This design comes from an exercise in tuning for small area, a short achievable clock period and few clock cycles per item on the open sky130 flow, not from production work.
The RTL was checked by simulation tests, not by an equivalence proof against the original design.
No activity file was given, so power comes from the tool's default toggle rates.

**flow/run.sh**
```bash
#!/bin/bash
# synth_recipe.tcl (not shown) runs the flow's synth.tcl, then flattens the netlist and writes it again
# the make line also repeats each setting of config.mk as NAME=value (left out here)
make -C /OpenROAD-flow-scripts/flow DESIGN_CONFIG=/design/flow/config.mk WORK_HOME=/design/flow/orfs CLKGATE_MAP_FILE= SYNTH_SCRIPT=/design/flow/synth_recipe.tcl finish
```
**flow/config.mk**
```make
export PLATFORM = sky130hd
export DESIGN_NAME = net_proc
export DESIGN_NICKNAME = net_proc
export VERILOG_FILES = /design/flow/design.v
export SDC_FILE = /design/flow/constraint.sdc
export NUM_CORES = 8
export LEC_CHECK = 0
export CAP_MARGIN = 20
export CORE_MARGIN = 2
export CORE_UTILIZATION = 40
export SLEW_MARGIN = 20
export SYNTH_MEMORY_MAX_BITS = 16384
```
**flow/constraint.sdc**
```tcl
create_clock -name core_clock -period 10.0 [get_ports {clk}]
set_input_delay 2.0000 -clock core_clock [delete_from_list [all_inputs] [get_ports {clk}]]
set_output_delay 2.0000 -clock core_clock [all_outputs]
set_load 0.01 [all_outputs]
```
**flow/design.v**
```verilog
typedef enum logic [2:0] {
    NOP = 3'd0,
    SET_OUT_OFFSET = 3'd1,
    SET_MUL = 3'd2,
    SET_SHR = 3'd3,
    SET_MIN = 3'd4,
    STORE = 3'd5,
    FIN = 3'd7
} nonvec_inst_t;
typedef struct packed {
    logic [6:0] _pad;
    logic signed [7:0] out_offset;
} oof_d_t;
typedef struct packed {
    logic [14:0] mul;
} mul_d_t;
typedef struct packed {
    logic [8:0] _pad;
    logic [5:0] shift;
} shr_d_t;
typedef struct packed {
    logic [6:0] _pad;
    logic signed [7:0] act_min;
} act_d_t;
typedef struct packed {
    logic [5:0] _pad;
    logic last_in_layer;
    logic signed [7:0] bias;
} st_d_t;
typedef union packed {
    oof_d_t oof_d;
    mul_d_t mul_d;
    shr_d_t shr_d;
    act_d_t act_d;
    st_d_t st_d;
} u_proc_data_t;
typedef logic signed [26:0][7:0] param_arr_t;
typedef struct packed {
    logic mul_en;
    logic mul_acc;
    param_arr_t weights;
    logic save_rptr;
    logic load_rptr;
    nonvec_inst_t proc_inst;
    u_proc_data_t proc_data;
} full_inst_t;
package net_config;
    localparam logic signed [7:0] input_quant_offset = 8'b10000000;
endpackage
module cmp_ad #(
    parameter int NUM_W = 8,
    parameter int AD_W = 8
) (
    input logic signed [NUM_W-1:0] a_num,
    input logic [AD_W-1:0] a_data,
    input logic signed [NUM_W-1:0] b_num,
    input logic [AD_W-1:0] b_data,
    output logic signed [NUM_W-1:0] o_num,
    output logic [AD_W-1:0] o_data
);
    logic a_bigger_or_eq;
    assign a_bigger_or_eq = a_num >= b_num;
    assign o_num = a_bigger_or_eq ? a_num : b_num;
    assign o_data = a_bigger_or_eq ? a_data : b_data;
endmodule
module max_idx10 #(
    parameter int WIDTH = 8
) (
    input logic clk,
    input logic reset,
    input logic [9:0][WIDTH-1:0] inputs,
    input logic start,
    output logic [3:0] idx,
    output logic done
);
    typedef enum logic[2:0] {
        S0_REG_IN,
        S1_FIRST4,
        S2_INTERMEDIATE,
        S3_LAST_IN_AND_IM_R,
        S4_RESULT
    } max_idx_state_t;
    max_idx_state_t state;
    logic [9:0][WIDTH-1:0] inputs_r;
    logic [3:0][WIDTH-1:0] tmp_results;
    logic [3:0][3:0] tmp_idx;
    logic signed [WIDTH-1:0] in1_a_n;
    logic signed [3:0] in1_a_d;
    logic signed [WIDTH-1:0] in1_b_n;
    logic signed [3:0] in1_b_d;
    logic signed [WIDTH-1:0] out1_n;
    logic signed [3:0] out1_d;
    logic signed [WIDTH-1:0] in2_a_n;
    logic signed [3:0] in2_a_d;
    logic signed [WIDTH-1:0] in2_b_n;
    logic signed [3:0] in2_b_d;
    logic signed [WIDTH-1:0] out2_n;
    logic signed [3:0] out2_d;
    logic signed [WIDTH-1:0] in3_a_n;
    logic signed [3:0] in3_a_d;
    logic signed [WIDTH-1:0] in3_b_n;
    logic signed [3:0] in3_b_d;
    logic signed [WIDTH-1:0] out3_n;
    logic signed [3:0] out3_d;
    always_comb begin
        in1_a_n = 0;
        in1_a_d = 0;
        in1_b_n = 0;
        in1_b_d = 0;
        in2_a_n = 0;
        in2_a_d = 0;
        in2_b_n = 0;
        in2_b_d = 0;
        in3_a_n = 0;
        in3_a_d = 0;
        in3_b_n = 0;
        in3_b_d = 0;
        unique case (state)
            S1_FIRST4 : begin
                in1_a_n = inputs_r[0];
                in1_a_d = 4'd0;
                in1_b_n = inputs_r[1];
                in1_b_d = 4'd1;
                in2_a_n = inputs_r[2];
                in2_a_d = 4'd2;
                in2_b_n = inputs_r[3];
                in2_b_d = 4'd3;
                in3_a_n = inputs_r[4];
                in3_a_d = 4'd4;
                in3_b_n = inputs_r[5];
                in3_b_d = 4'd5;
            end
            S2_INTERMEDIATE : begin
                in1_a_n = tmp_results[0];
                in1_a_d = tmp_idx[0];
                in1_b_n = tmp_results[1];
                in1_b_d = tmp_idx[1];
                in2_a_n = inputs_r[6];
                in2_a_d = 4'd6;
                in2_b_n = inputs_r[7];
                in2_b_d = 4'd7;
                in3_a_n = inputs_r[8];
                in3_a_d = 4'd8;
                in3_b_n = inputs_r[9];
                in3_b_d = 4'd9;
            end
            S3_LAST_IN_AND_IM_R : begin
                in1_a_n = tmp_results[0];
                in1_a_d = tmp_idx[0];
                in1_b_n = tmp_results[1];
                in1_b_d = tmp_idx[1];
                in2_a_n = tmp_results[2];
                in2_a_d = tmp_idx[2];
                in2_b_n = tmp_results[3];
                in2_b_d = tmp_idx[3];
            end
            S4_RESULT : begin
                in1_a_n = tmp_results[0];
                in1_a_d = tmp_idx[0];
                in1_b_n = tmp_results[1];
                in1_b_d = tmp_idx[1];
            end
            default: ;
        endcase
    end
    always_ff @(posedge clk) begin
        if (reset) begin
            state <= S0_REG_IN;
            done <= 0;
        end else begin
            unique case (state)
                S0_REG_IN: begin
                    if (start) begin
                        state <= S1_FIRST4;
                        inputs_r <= inputs;
                    end
                end
                S1_FIRST4: begin
                    state <= S2_INTERMEDIATE;
                    done <= 0;
                    tmp_results[0] <= out1_n;
                    tmp_results[1] <= out2_n;
                    tmp_results[2] <= out3_n;
                    tmp_idx[0] <= out1_d;
                    tmp_idx[1] <= out2_d;
                    tmp_idx[2] <= out3_d;
                end
                S2_INTERMEDIATE : begin
                    state <= S3_LAST_IN_AND_IM_R;
                    tmp_results[0] <= out1_n;
                    tmp_results[1] <= out2_n;
                    tmp_results[3] <= out3_n;
                    tmp_idx[0] <= out1_d;
                    tmp_idx[1] <= out2_d;
                    tmp_idx[3] <= out3_d;
                end
                S3_LAST_IN_AND_IM_R : begin
                    state <= S4_RESULT;
                    tmp_results[0] <= out1_n;
                    tmp_results[1] <= out2_n;
                    tmp_idx[0] <= out1_d;
                    tmp_idx[1] <= out2_d;
                end
                S4_RESULT : begin
                    state <= S0_REG_IN;
                    done <= 1;
                end
                default: state <= S0_REG_IN;
            endcase
        end
    end
    always_ff @(posedge clk) begin
        if (state == S4_RESULT)
            idx <= out1_d;
    end
    cmp_ad #(.NUM_W(WIDTH), .AD_W(4)) cmp_i1(
        .a_num(in1_a_n), .a_data(in1_a_d),
        .b_num(in1_b_n), .b_data(in1_b_d),
        .o_num(out1_n), .o_data(out1_d)
    );
    cmp_ad #(.NUM_W(WIDTH), .AD_W(4)) cmp_i2(
        .a_num(in2_a_n), .a_data(in2_a_d),
        .b_num(in2_b_n), .b_data(in2_b_d),
        .o_num(out2_n), .o_data(out2_d)
    );
    cmp_ad #(.NUM_W(WIDTH), .AD_W(4)) cmp_i3(
        .a_num(in3_a_n), .a_data(in3_a_d),
        .b_num(in3_b_n), .b_data(in3_b_d),
        .o_num(out3_n), .o_data(out3_d)
    );
endmodule
module adder_tree3 #(
    parameter int WIDTH_IN = 8,
    parameter int WIDTH_OUT = 8,
    parameter int N = 27,
    parameter bit PIPELINE = 1
) (
    input logic clk,
    input logic [N-1:0][WIDTH_IN-1:0] inputs,
    output logic [WIDTH_OUT-1:0] sum
);
    function automatic int smaller_pow_3(input int x);
        smaller_pow_3 = 1;
        while (smaller_pow_3 * 3 < x) smaller_pow_3 = smaller_pow_3 * 3;
    endfunction
    function automatic int min_int(input int a, input int b);
        min_int = a <= b ? a : b;
    endfunction
    localparam int MaxSubN = smaller_pow_3(N);
    localparam int Sub1N = MaxSubN;
    localparam int Sub2N = min_int(MaxSubN, N - Sub1N);
    localparam int Sub3N = min_int(MaxSubN, N - Sub1N - Sub2N);
    logic [WIDTH_OUT-1:0] sum_c;
    generate
        if (N == 3) assign sum_c = inputs[0] + inputs[1] + inputs[2];
        if (N == 2) assign sum_c = inputs[0] + inputs[1];
        if (N == 1) assign sum_c = inputs[0];
        if (N > 3) begin : g_adder_subadders
            logic [WIDTH_OUT-1:0] s1;
            logic [WIDTH_OUT-1:0] s2;
            adder_tree3 #(
                .WIDTH_IN(WIDTH_IN),
                .WIDTH_OUT(WIDTH_OUT),
                .N(Sub1N),
                .PIPELINE(PIPELINE)
            ) i_at3_1(.clk(clk), .inputs(inputs[Sub1N-1:0]), .sum(s1));
            adder_tree3 #(
                .WIDTH_IN(WIDTH_IN),
                .WIDTH_OUT(WIDTH_OUT),
                .N(Sub2N),
                .PIPELINE(PIPELINE)
            ) i_at3_2(.clk(clk), .inputs(inputs[Sub1N+Sub2N-1:Sub1N]), .sum(s2));
            if (Sub3N > 0) begin : g_adder_sub_full3
                logic [WIDTH_OUT-1:0] s3;
                adder_tree3 #(
                    .WIDTH_IN(WIDTH_IN),
                    .WIDTH_OUT(WIDTH_OUT),
                    .N(Sub3N),
                    .PIPELINE(PIPELINE)
                ) i_at3_3(.clk(clk), .inputs(inputs[N-1:Sub1N+Sub2N]), .sum(s3));
                assign sum_c = s1 + s2 + s3;
            end else begin : g_adder_sub_only2
                assign sum_c = s1 + s2;
            end
        end
    endgenerate
    generate
        if (PIPELINE)
            always_ff @(posedge clk) sum <= sum_c;
        else
            assign sum = sum_c;
    endgenerate
endmodule
(* use_dsp = "yes" *) module poor_mac #(
    parameter bit REGISTER_INPUTS = 0,
    parameter int A_WIDTH = 8,
    parameter int B_WIDTH = 8,
    parameter int C_WIDTH = 8,
    parameter int O_WIDTH = 22,  
    parameter logic PREADDER_SUB = 0
) (
    input logic clk,
    input logic en,
    input logic signed [A_WIDTH-1:0] a,
    input logic signed [B_WIDTH-1:0] b,
    input logic signed [C_WIDTH-1:0] c,
    input logic acc,
    output logic signed [O_WIDTH-1:0] result
);
    logic                      s_en;
    logic signed [A_WIDTH-1:0] s_a;
    logic signed [B_WIDTH-1:0] s_b;
    logic signed [C_WIDTH-1:0] s_c;
    logic                      s_acc;
    logic signed [O_WIDTH-1:0] acc_src_c;
    assign acc_src_c = s_acc ? result : 0;
    generate
        if (REGISTER_INPUTS) begin : g_reg_in
            logic                      en_r;
            logic signed [A_WIDTH-1:0] a_r;
            logic signed [B_WIDTH-1:0] b_r;
            logic signed [C_WIDTH-1:0] c_r;
            logic                      acc_r;
            assign s_en = en_r;
            assign s_a = a_r;
            assign s_b = b_r;
            assign s_c = c_r;
            assign s_acc = acc_r;
            always_ff @(posedge clk) begin
                en_r <= en;
                a_r <= a;
                b_r <= b;
                c_r <= c;
                acc_r <= acc;
            end
        end else begin : g_no_reg_in
            assign s_en = en;
            assign s_a = a;
            assign s_b = b;
            assign s_c = c;
            assign s_acc = acc;
        end
    endgenerate
    always_ff @(posedge clk) begin
        if (s_en) begin
            if (PREADDER_SUB) begin : g_preadder_subtracts
                result <= acc_src_c + ((s_a - s_c) * s_b);
            end else begin : g_preadder_adds
                result <= acc_src_c + ((s_a + s_c) * s_b);
            end
        end
    end
endmodule
module sdp_mem #(
    parameter int WRITE_WIDTH = 8,
    parameter int READ_WIDTH_MUL = 27,
    parameter int NUM_CHUNKS = 35
) (
    input logic clk,
    input logic rst,
    input logic [WRITE_WIDTH-1:0] wdata,
    input logic we,  
    input logic w_next_chunk,  
    input logic rp_inc,
    input logic [$clog2(NUM_CHUNKS)-1:0] rp_load_val,
    input logic rp_load,
    output logic [$clog2(NUM_CHUNKS)-1:0] rp,
    output logic [READ_WIDTH_MUL*WRITE_WIDTH-1:0] rdata
);
    logic [$clog2(NUM_CHUNKS)-1:0] rp_c;
    logic [$clog2(NUM_CHUNKS)-1:0] wp_chunk;
    logic [READ_WIDTH_MUL-1:0] wp_byte;
    logic [READ_WIDTH_MUL*WRITE_WIDTH-1:0] data[NUM_CHUNKS];
    genvar i;
    for (i = 0; i < READ_WIDTH_MUL; ++i) begin : g_byte_write
        always_ff @(posedge clk) begin
            if (we)
                if (wp_byte[i])
                    data[wp_chunk][i*WRITE_WIDTH +: WRITE_WIDTH] <= wdata;
        end
    end
    always_comb begin
        rp_c = rp;
        if (rp_load) begin
            rp_c = rp_load_val;
        end else if (rp_inc) begin
            rp_c = (rp == NUM_CHUNKS-1) ? 0 : rp + 1;
        end
    end
    always_ff @(posedge clk) begin
        if (rst) begin
            rp <= 0;
            wp_chunk <= 0;
            wp_byte <= 1;
        end else begin
            if (w_next_chunk || (we && wp_byte[READ_WIDTH_MUL-1])) begin
                wp_chunk <= (wp_chunk == NUM_CHUNKS-1) ? 0 : wp_chunk + 1;
                wp_byte <= 1;
            end else if (we) begin
                wp_byte <= wp_byte << 1;
            end
            rp <= rp_c;
            rdata <= data[rp_c];
        end
    end
endmodule
module net_proc #(
    parameter int MUL_WIDTH = 27,
    parameter int NUM_CHUNKS = 35
) (
    input logic clk,
    input logic start,
    output logic done,
    output logic [3:0] max_idx_10,  
    input logic ext_mem_rst,
    input logic ext_mem_we,
    input logic [7:0] ext_mem_wdata,
    output logic [12:0] inst_addr,
    input logic [237:0] inst_data,
    output logic res_valid,
    output logic [7:0] res_data
);
    localparam int InstAddrW = 13;
    localparam int SingleMacW = 24;
    localparam int AccAllW = 24;
    localparam int MulW = 15;  
    localparam int PreShrW = AccAllW + MulW + 2;  
    logic running;
    logic wait_wr;
    full_inst_t instruction;
    full_inst_t instruction_tmp;
    logic [InstAddrW-1:0] inst_ptr;
    assign inst_addr = inst_ptr;
    always_ff @(posedge clk)
    begin
        if (start) begin
            inst_ptr <= 0;
            instruction <= '0;  
            instruction_tmp <= '0;  
        end else begin
            if (running && !wait_wr && instruction.proc_inst != FIN) begin
                inst_ptr <= inst_ptr + 1;
                instruction_tmp <= full_inst_t'(inst_data);
                instruction <= instruction_tmp;
            end
        end
    end
    always_ff @(posedge clk) begin
        if (start || ext_mem_rst || instruction.proc_inst == FIN)
            running <= start;
    end
    oof_d_t oof_d;
    mul_d_t mul_d;
    shr_d_t shr_d;
    act_d_t act_d;
    st_d_t st_d;
    assign oof_d = instruction.proc_data.oof_d;
    assign mul_d = instruction.proc_data.mul_d;
    assign shr_d = instruction.proc_data.shr_d;
    assign act_d = instruction.proc_data.act_d;
    assign st_d  = instruction.proc_data.st_d;
    logic signed [7:0] in_offset_neg;
    logic signed [7:0] out_offset;
    logic [MulW-1:0] multiplier;
    logic [5:0] shift;
    logic signed [7:0] act_min;
    logic [$clog2(NUM_CHUNKS)-1:0] saved_rptr;
    logic [$clog2(NUM_CHUNKS)-1:0] mem_rptr;
    param_arr_t mem_data;
    logic [26:0][SingleMacW-1:0] mac_outs;
    logic signed [AccAllW-1:0] mac_sum;  
    logic signed [AccAllW:0] sum_preadded_bias;
    logic signed [45:0] offset_rd;
    logic signed [PreShrW-1:0] mul_no_shr;
    logic signed [46:0] mul_w_off_rd;
    logic signed [46:0] mul_shifted;
    logic signed [7:0] activated;
    logic [3:0][7:0] bias_ppl;
    logic [7:0] is_write_ppl;
    logic [7:0] last_in_layer_ppl;
    assign wait_wr = |last_in_layer_ppl;
    always_ff @(posedge clk) begin
        if (start) begin
            out_offset <= 0;
            multiplier <= 0;
            shift <= 0;
            act_min <= 0;
        end else if (running && !wait_wr) begin
            unique case (instruction.proc_inst)
                SET_OUT_OFFSET: out_offset <= oof_d.out_offset;
                SET_MUL: multiplier <= mul_d.mul;
                SET_SHR: shift <= shr_d.shift;
                SET_MIN: act_min <= act_d.act_min;
                default: ;
            endcase
        end
    end
    always_ff @(posedge clk) begin
        if (start)
            saved_rptr <= 0;
        else if (instruction.save_rptr)
            saved_rptr <= mem_rptr;
    end
    always_ff @(posedge clk) begin
        offset_rd <= {{38{out_offset[7]}}, out_offset, 1'b1} << shift;
    end
    assign sum_preadded_bias = (mac_sum + $signed(bias_ppl[3]));  
    always_ff @(posedge clk) begin
        if (start) begin
            is_write_ppl <= 0;
            last_in_layer_ppl <= 0;
            in_offset_neg <= net_config::input_quant_offset;
        end else begin
            is_write_ppl <= {is_write_ppl[6:0], instruction.proc_inst == STORE && !wait_wr};
            last_in_layer_ppl <= {last_in_layer_ppl[6:0],
                                (instruction.proc_inst == STORE && !wait_wr && st_d.last_in_layer)};
            if (last_in_layer_ppl[7]) begin
                in_offset_neg <= out_offset;
            end
        end
        for (int n = 3; n > 0; n--) bias_ppl[n] <= bias_ppl[n-1];
        bias_ppl[0] <= st_d.bias;
        mul_no_shr <= sum_preadded_bias * $signed({1'b0, multiplier});
        mul_w_off_rd <= mul_no_shr + offset_rd;
        mul_shifted <= $signed(mul_w_off_rd[46:1]) >>> shift;
        activated <= mul_shifted > 8'sd127 ?
                        8'sd127 : (
                            mul_shifted < act_min ?
                                act_min :
                                mul_shifted
                        );
    end
    assign res_valid = is_write_ppl[7];
    assign res_data = activated;
    sdp_mem #(
        .WRITE_WIDTH(8),
        .READ_WIDTH_MUL(27),
        .NUM_CHUNKS(NUM_CHUNKS)
    ) i_data_mem (
        .clk(clk),
        .rst(ext_mem_rst),
        .wdata(ext_mem_we ? (ext_mem_wdata + net_config::input_quant_offset) : $unsigned(activated)),
        .we(ext_mem_we | is_write_ppl[7]),
        .w_next_chunk((~ext_mem_we & last_in_layer_ppl[7]) | start),
        .rp_inc(instruction.mul_en && !wait_wr),
        .rp_load_val(saved_rptr),
        .rp_load(instruction.load_rptr),
        .rp(mem_rptr),
        .rdata(mem_data)
    );
    generate
        genvar i;
        for (i = 0; i < 27; ++i) begin : g_mac
            poor_mac #(
                .REGISTER_INPUTS(1),
                .O_WIDTH(SingleMacW),
                .PREADDER_SUB(1)
            ) i_mac (
                .clk(clk),
                .en(instruction.mul_en),
                .a(mem_data[i]),
                .b(instruction.weights[i]),
                .c(in_offset_neg),
                .acc(instruction.mul_acc),
                .result(mac_outs[i])
            );
        end
    endgenerate
    adder_tree3 #(
        .WIDTH_IN(SingleMacW),
        .WIDTH_OUT(AccAllW),
        .N(27),
        .PIPELINE(1)
    ) i_sum_tree (
        .clk(clk),
        .inputs(mac_outs),
        .sum(mac_sum)
    );
    logic [9:0][7:0] first_10_ok_order;
    always_comb for (int i = 0; i < 10; ++i) first_10_ok_order[i] = mem_data[i];
    max_idx10 #(
        .WIDTH(8)
    ) i_max_idx (
        .clk(clk),
        .reset(start),
        .inputs(first_10_ok_order),
        .start(!wait_wr && instruction.proc_inst == FIN && !done),
        .idx(max_idx_10),
        .done(done)
    );
endmodule
```
==> run summary <==
[per-stage QoR]
stage                     total power (uW)  worst slack [ns]  area [um2]
final                               107500            0.6993      589900
after global routing                111200            0.2622      589700
after CTS                           108100            0.5402      589000
after detailed placement             68070            0.5717      553800
after global placement               67710            0.4498      553800
after floorplan                      61200            -2.158      531000
[final cells by class]
type                    count  share of cell area (%)
multi-input cells       22304                   37.85
repair buffers            767                   1.277
inverters                3371                   2.150
clock inverters           560                   1.006
diodes                    314                  0.1332
well taps               17637                   3.741
flip-flops and latches  10127                   48.89
clock buffers            1383                   4.960
[cells by family (layout without fill, tap and decap cells)]
logic type | after synthesis | after routing
DFF | 10127 | 10127
and+or+nand+nor | 8482 | 8482
adders and majority gates | 5796 | 5796
buffers and inverters | 4916 | 6081
AOI/OAI and AO/OA | 4727 | 4727
muxes | 2128 | 2128
xor gates and xnor gates | 1171 | 1171
other | 0 | 314
[layer usage]
metal  track usage (%)  vias to the layer above  wire length [um]
met2             34.01                    10184            677900
met3             3.284                     1754             99220
met5                 0                        -               105
met4             7.062                       16             48350
li1                  -                   133972                 -
met1             29.15                   158944            602700
[sequential cells by signal, indices dropped and copies added (netlist names), 14 cells and up, named ones only]
signal                                                      cells
i_sum_tree.g_adder_subadders.i_at3_1.sum                       24
i_data_mem.rdata                                              216
bias_ppl                                                       32
i_data_mem.data                                              7560
mul_w_off_rd                                                   46
mul_shifted                                                    46
i_max_idx.inputs_r                                             80
multiplier                                                     15
instruction_tmp                                               238
offset_rd                                                      46
i_max_idx.tmp_idx                                              14
i_sum_tree.g_adder_subadders.g_adder_sub_full3.i_at3_3.sum     24
instruction                                                   238
mul_no_shr                                                     41
i_data_mem.wp_byte                                             27
g_mac.i_mac.g_reg_in.b_r                                      216
g_mac.i_mac.result                                            648
i_max_idx.tmp_results                                          32
g_mac.i_mac.g_reg_in.a_r                                      216
i_sum_tree.g_adder_subadders.i_at3_2.sum                       24
i_sum_tree.sum                                                 24
[power by group through the flow]
stage / sequential (uW) / combinational [uW] / clock (uW)
after global placement: 50900 / 16800 / 0
final: 50000 / 17300 / 40200
after global routing: 50100 / 18700 / 42400
after floorplan: 51500 / 9680 / 0
after detailed placement: 50900 / 17200 / 0
after CTS: 50000 / 17300 / 40800
[worst min-delay path by stage]
stage,start,endpoint,cells past startpoint
finish,bias_ppl[7],bias_ppl[15],0
global route,bias_ppl[7],bias_ppl[15],0
floorplan,bias_ppl[2],bias_ppl[10],0
CTS,bias_ppl[7],bias_ppl[15],0
detailed placement,bias_ppl[5],bias_ppl[13],0
global placement,bias_ppl[6],bias_ppl[14],0
[cell usage in the layout (no fill, tap or decap), types with 1102 or more instances in the layout]
cell       netlist  final
a21oi_1       1984   1984
and2_1        1582   1582
clkbuf_16        0   1102
dfxtp_1       1572   1563
edfxtp_1      8555   8555
fa_1          3593   3593
ha_1          2203   2203
inv_1         3368   3359
mux4_2        1764   1764
nand2_1       3606   3570
nor2_1        1671   1666
==> insert_results.sql <==
INSERT INTO impl_metrics (metric_group, metric, value, unit) VALUES
('layout', 'final_layout_size_suffix_gt1_share', '10.60', '%'),
('placed_design', 'gp_routability_congestion', '0.8852', ''),
('clock_network', 'cts_hold_buf', '0', ''),
('synthesis', 'dominantRegCellSynth', 'edfxtp_1', ''),
('synthesis', 'synthAdderAreaFrac', '18.74', '%'),
('floorplanning', 'floorplan.initialDensity', '40.08', '%'),
('worst_setup_path', 'timing.critical_path.fanout_max', '11', ''),
('worst_setup_path', 'worstReg2RegStart', 'bias_ppl[24]', ''),
('worst_setup_path', 'worstSetupStartpoint', 'bias_ppl[24]', ''),
('worst_setup_path', 'timing.critical_path.depth', '34', ''),
('clock_network', 'cts-buffers-inserted', '1069', ''),
('floorplanning', 'die-area', '1337000', 'um2'),
('pwr', 'clockPowerShare', '37.4', '%'),
('drt', 'finalWirelength', '1428', 'mm'),
('timing', 'grt_setup_unrepaired', 'false', ''),
('synthesis', 'post_synth.cell_area_avg', '14.22', 'um2'),
('job', 'maxCapViolations', '0', ''),
('pwr', 'ir_worst_vdd', '0.4857', 'mV'),
('floorplanning', 'chipHeight', '1.156', 'mm'),
('synthesis', 'yosys-mux-area-fraction', '8.181', '%'),
('drt', 'route.detailed.wl_per_inst', '25.30', 'um'),
('clock_network', 'cts.root.buffer_cell', 'clkbuf_16', ''),
('clock_network', 'clock_sink_count', '10127', ''),
('clock_network', 'cts_resized', '0', ''),
('drt', '1st_pass_router_iterations', '8', ''),
('worst_setup_path', 'worst_path_max_delay_cell', 'a21boi_0', ''),
('global_route', 'grt_remaining_overflow', '0', ''),
('timing', 'fin_crit', '9.301', 'ns'),
('synthesis', 'synth.top_cells.by_area', 'edfxtp_1 (48%), fa_1 (14%), mux4_2 (7.5%)', ''),
('synthesis', 'post-synth-top-count-cell', 'edfxtp_1', ''),
('clock_network', 'clk_latency', '1.27', 'ns'),
('drt', 'first_iter_violations', '29479', ''),
('clock_network', 'cts_post_setup_buffers_inserted', '0', ''),
('synthesis', 'main_combinational_cell_family_by_area_after_synthesis', 'adder cells', ''),
('layout', 'finalNetCount', '43686', ''),
('synthesis', 'synthDistinctLibCells', '93', ''),
('timing', 'tns', '0', 'ns'),
('global_route', 'grtUsageTotal', '21.03', '%'),
('synthesis', 'synth_simple_gate_area_share', '7.448', '%'),
('worst_setup_path', 'setup.worst_path.end_class', 'flip-flop', ''),
('clock_network', 'cts_max_level', '7', ''),
('synthesis', 'synth.top_cells.by_count', 'edfxtp_1 (8555), nand2_1 (3606), fa_1 (3593)', ''),
('layout', 'finished_core_util', '44.53', '%'),
('pwr', 'power.net_switching', '30130', 'uW'),
('timing', 'setup_viol_count_final', '0', ''),
('synthesis', 'syn-num-nets', '43393', ''),
('hold_path', 'hold_path.class', 'flip-flop to flip-flop', ''),
('floorplanning', 'placement_rows', '423', ''),
('synthesis', 'ys_seq_area_share', '54.31', '%'),
('placed_design', 'numPortBuffers', '276', ''),
('floorplanning', 'chipWidth', '1.156', 'mm'),
('worst_setup_path', 'cp_common_cell', 'fa_1', ''),
('floorplanning', 'ports_placed_on_the_boundary', '277', ''),
('pwr', 'seqPwrFrac', '46.5', '%'),
('global_route', 'number_of_antenna_violations_at_the_first_check_in_global_routing', '123', ''),
('timing', 'layout_worst_path_cycle_share', '93.01', '%'),
('worst_setup_path', 'worstSetupPathType', 'flip-flop to flip-flop', ''),
('worst_setup_path', 'rr_endpoint', 'mul_no_shr[37]', ''),
('timing', 'tightest_slew', '1.407', 'ns'),
('worst_setup_path', 'worst_r2r_path_depth', '34', ''),
('floorplanning', 'core', '1325000', 'um2'),
('worst_setup_path', 'setup.worst_path.end', 'mul_no_shr[37]', ''),
('worst_setup_path', 'cp.arrival', '10.42', 'ns'),
('run_status', 'status', 'finished clean', ''),
('synthesis', 'ys_ff_latch', '10127', ''),
('worst_setup_path', 'rrSetupSlack', '0.70', 'ns'),
('synthesis', 'synthCells', '37347', ''),
('layout', 'finish.cell_count_without_fillers', '56463', ''),
('drt', 'viasPerCell', '5.399', ''),
('pwr', 'pwr-share-comb', '16.1', '%'),
('synthesis', 'ys_async_sr_fraction', '0', '%');
Testbench counts, summed over its fixed seeds: cycles 56,412, inferences 12.

-- what the ideal ports hide --
In the flow no input, the clock included, has a driving cell. The finished layout below was timed again as built, in two steps. Step 1, drivers: a clkbuf_16 drives clk and a buf_2 each remaining input, both assumed. Step 2 adds t to the input delays and takes it off the output delays; t is the mean of the earliest and latest rising clock arrival at the registers after step 1. Input paths then give back, and output paths get back, about the clock's delay inside the block. Slacks: no drivers / after step 1 / after step 2; pairs: no drivers / after step 1.
t (ns): 1.420
setup slack, ns: 0.699 / 0.699 / 0.699
hold slack, ns: 0.317 / 0.317 / 0.317
clock arrival spread, ns: 0.087 / 0.088
slew at the worst register clock pin (ns): 0.07 / 0.07
After both steps this run still meets setup and hold. For this run, drivers alone change the setup slack by 0.000 ns; drivers and shift together by 0.000 ns.
